Background: an optimization exercise with open tools, aiming at small area. Do not read the settings as production practice.
Function was checked by simulation only, so behaviour that the tests miss may differ from the original.
No driver is modelled on the clock port, so clocking that relies on it looks cheaper here than on a real chip.
Power and IR drop assume default switching activity.

== 04-27 ==
==> flow/design.v (excerpt) <==
module ula (infra, CLK, rst, A0, A1, B0, B1, C0, C1, C2, signA, signB, signC);
input infra, CLK, rst;
output [6:0] A0, A1, B0, B1, C0, C1, C2;
output signA, signB, signC;
wire key_ok;
wire [7:0] key;
wire negC;
decoder hope (.clk(CLK), .rst(rst), .infra_vr(infra), .done(key_ok), .key(key));
all_in inst (.CLK(CLK), .rst(rst), .key_ok(key_ok), .key(key), .A0(A0), .A1(A1), .B0(B0), .B1(B1),
             .C0(C0), .C1(C1), .C2(C2), .signA(signA), .signB(signB), .negC(negC));
assign signC = ~negC;
endmodule
Size: about 3700 sq um of cells after synthesis.
Settings: LEC_CHECK=0, ABC_AREA=1, CAP_MARGIN=20, CORE_MARGIN=2, CORE_UTILIZATION=70, SLEW_MARGIN=20; clock period 200.0 ns.
standard.sh (not shown) runs the stock make flow with config.mk's settings and CLKGATE_MAP_FILE= SYNTH_SCRIPT=/design/flow/synth_recipe.tcl, a recipe that flattens the netlist after the stock synthesis.
==> flow/flow/run.sh <==
#!/bin/bash
# Own layout flow: the standard synthesis, then its combinational logic remapped for area
# with ABC (registers kept as they are, same names and cells), then the standard layout
# steps with plain buf_1 port buffers.
set -euo pipefail
W=$(pwd)
F=$W/flow
LIB=$FLOW_HOME/platforms/sky130hd/lib/sky130_fd_sc_hd__tt_025C_1v80.lib
YOSYS=$FLOW_HOME/../tools/install/yosys/bin/yosys
R=$W/orfs/results/sky130hd/ula/base

bash standard.sh synth > $W/std_synth.log 2>&1
cp $R/1_2_yosys.v $W/std_netlist.v

# remap the combinational logic with ABC: several seeds in parallel, then the smallest
# result that keeps the registers and is combinationally equivalent to the standard netlist
python3 $F/gen_models.py $LIB $W/std_netlist.v $W/models_in.v
DU=$(sed 's/^/-dont_use /' $F/dontuse.txt | tr '\n' ' ')
grep -oE "sky130_fd_sc_hd__\w*df\w* \S+" $W/std_netlist.v | sort > $W/regs_std.txt || true
python3 $F/cutff.py $W/std_netlist.v $W/eq_gold.v gold
echo "resynthesis not used" > $W/resyn_used.txt
CANDS="resyn_s1 resyn_s2 resyn_s3 resyn_s4 resyn_s5 resyn_s6 resyn_s7 resyn_s8 resyn_fallback"
n=0
for S in $CANDS; do
  cat > $W/$S.ys <<EOT
read_verilog $W/models_in.v
read_verilog $W/std_netlist.v
hierarchy -top $FLOW_TOP
flatten
opt_clean -purge
techmap
opt -fast
abc -script $F/$S.abc -liberty $LIB $DU
opt_clean -purge
hilomap -singleton -hicell sky130_fd_sc_hd__conb_1 HI -locell sky130_fd_sc_hd__conb_1 LO
opt_clean -purge
splitnets
opt_clean -purge
tee -o $W/$S.stat stat -liberty $LIB
write_verilog -noattr -noexpr -nohex -nodec $W/${S}_netlist.v
EOT
  ( $YOSYS -s $W/$S.ys > $W/$S.log 2>&1 || true ) &
  n=$((n + 1))
  if (( n % 4 == 0 )); then wait; fi
done
wait
for S in $CANDS; do
  a=$(grep -s "Chip area" $W/$S.stat | awk '{print $NF}')
  if [[ -n "$a" ]]; then echo "$a $S"; fi
done | sort -g > $W/resyn_areas.txt
for S in $(awk '{print $2}' $W/resyn_areas.txt); do
  grep -oE "sky130_fd_sc_hd__\w*df\w* \S+" $W/${S}_netlist.v | sort > $W/regs_$S.txt || true
  cmp -s $W/regs_std.txt $W/regs_$S.txt || continue
  cat $W/std_netlist.v $W/${S}_netlist.v > $W/both_$S.v
  python3 $F/gen_models.py $LIB $W/both_$S.v $W/models_eq_$S.v
  python3 $F/cutff.py $W/${S}_netlist.v $W/eq_gate_$S.v gate
  cat > $W/eq_$S.ys <<EOT
read_verilog $W/models_eq_$S.v
read_verilog $W/eq_gold.v
read_verilog $W/eq_gate_$S.v
flatten gold gate
select -set ports gold/i:* gold/o:* gate/i:* gate/o:*
rename -hide gold/w:* gate/w:* @ports %d
opt_clean -purge
equiv_make gold gate eq
hierarchy -top eq
equiv_simple
equiv_status -assert
EOT
  $YOSYS -s $W/eq_$S.ys > $W/eq_$S.log 2>&1 || continue
  echo "used $S: equivalent to the standard netlist" > $W/resyn_used.txt
  cp $W/${S}_netlist.v $R/1_2_yosys.v
  touch $R/1_2_yosys.v
  break
done

EXTRA=()
if [[ -f $F/cts_args.txt ]]; then EXTRA+=("CTS_ARGS=$(cat $F/cts_args.txt)"); fi
EXTRA+=("POST_CTS_TCL=$F/clk_downsize.tcl" "CLK_SLEW_TARGET=0.105")
bash standard.sh "BUFFER_PORTS_ARGS=-buffer_cell sky130_fd_sc_hd__buf_1" "${EXTRA[@]}" finish > $W/layout.log 2>&1
Other scripts of this flow, unchanged in this note and not shown: flow/flow/clk_downsize.tcl, flow/flow/cts_args.txt, flow/flow/cutff.py, flow/flow/dontuse.txt, flow/flow/gen_models.py, flow/flow/resyn_fallback.abc, flow/flow/resyn_s1.abc, flow/flow/resyn_s2.abc, flow/flow/resyn_s3.abc, flow/flow/resyn_s4.abc, flow/flow/resyn_s5.abc, flow/flow/resyn_s6.abc, flow/flow/resyn_s7.abc, flow/flow/resyn_s8.abc
Edits applied to the flow inputs when going from 04-27 to 05-21:
--- a/flow/design.v
+++ b/flow/design.v
@@ -10,21 +10,21 @@
 reg [5:0] pos;          
 reg [7:0] sr;           
 reg invb;               
 reg mism;               
 reg dr, db, done;
 wire s_inf  = ~st[0] & ~st[1];
 wire s_lead = st[0];
 wire s_read = st[1];
-wire hit200  = (cnt & 12'hfde) == 12'he14;
-wire hit415  = (cnt & 12'hfc9) == 12'h8c8;
-wire hit2101 = (cnt & 12'hff9) == 12'h5a0;
-wire hit2301 = (cnt & 12'hfe7) == 12'hb46;
-wire hit2621 = (cnt & 12'hf77) == 12'h110;
+wire hit200  = (cnt == 12'he14);
+wire hit415  = (cnt == 12'h8e8);
+wire hit2101 = (cnt == 12'h5a2);
+wire hit2301 = (cnt == 12'hb4e);
+wire hit2621 = (cnt == 12'h190);
 wire p32 = pos[5] & ~pos[0];
 wire p33 = pos[5] & pos[0];
 wire trans = s_inf ? hit2301 : s_lead ? hit2101 : (hit2621 | p33);
 wire cond = s_inf ? ~infra_vr : infra_vr;
 wire shift = s_read & hit200 & ~pos[5];
 wire phb   = pos[4] & pos[3];                        
 wire ge25  = pos[5] | (pos[4] & pos[3] & (pos[2] | pos[1] | pos[0]));
 wire setc  = s_read & hit415;
@@ -167,17 +167,17 @@
 		q <= 3'b000; soma <= 1'b1; sa <= 1'b0; sb <= 1'b0;
 		idle <= 1'b1; ja <= 1'b0;
 	end else begin
 		if (ja) begin
 			q <= nq; soma <= nsoma;
 		end
 		sa <= csa; sb <= csb;
 		ja <= idle & key_ok & lock;
-		if (~idle) idle <= (count & 16'hffef) == (CNT_END & 16'hffef);    
+		if (~idle) idle <= count == CNT_END;
 		else idle <= ~(key_ok & lock);
 	end
 	atn <= ~(cat | {4{rst}}); aun <= ~(cau | {4{rst}}); btn <= ~(cbt | {4{rst}}); bun <= ~(cbu | {4{rst}});
 	if (~idle)
 		count <= {~count[14:0], ~(count[15] ^ count[14] ^ count[12] ^ count[3])};
 	else
 		count <= 16'd0;
 end
- Of 04-27 and 05-21, the lower global routing usage summed across all routing layers belongs to 04-27.
- Count of non-filler cells in the finished layout of 05-21 falls short of that of 04-27 slightly.
- Compared with 04-27, in 05-21 clock network fraction of design power +0.3 points; total wirelength of the detailed-routed design climbed 3.8%.
- 05-21: multi-input gate share of total cell area 0.46 points above 04-27
- The run showing the smaller global-route track usage on met1 is 04-27.
- Number of detailed-route iterations in the first pass: 05-21 vs 04-27 down 1
- Comparing 04-27 and 05-21, the higher area after synthesis was measured on 04-27.
- Design area delta (04-27 -> 05-21): insignificant

port drivers added, routing unchanged:
No port has a modelled driver above. Below, the same layouts with a new extraction and two added sets of constraints. Step 1 sets driving cells, clkbuf_16 on the clock port and buf_2 on the other inputs (assumed; they add their load-dependent delay and slew). Step 2 moves the port delays by t, midway between the first and last clock arrival at a register: inputs arrive t later, outputs are due t later. That takes back most of the time a late clock gives input paths. Slacks: ideal / step 1 / step 2; pairs: ideal / step 1.
run	shift t [ns]	setup WS [ns]	cell pins on the clock port's net
04-27	0.431	153.164 / 153.137 / 153.568	1
05-21	0.431	151.235 / 151.207 / 151.638	1
After both steps every run listed still meets setup and hold.
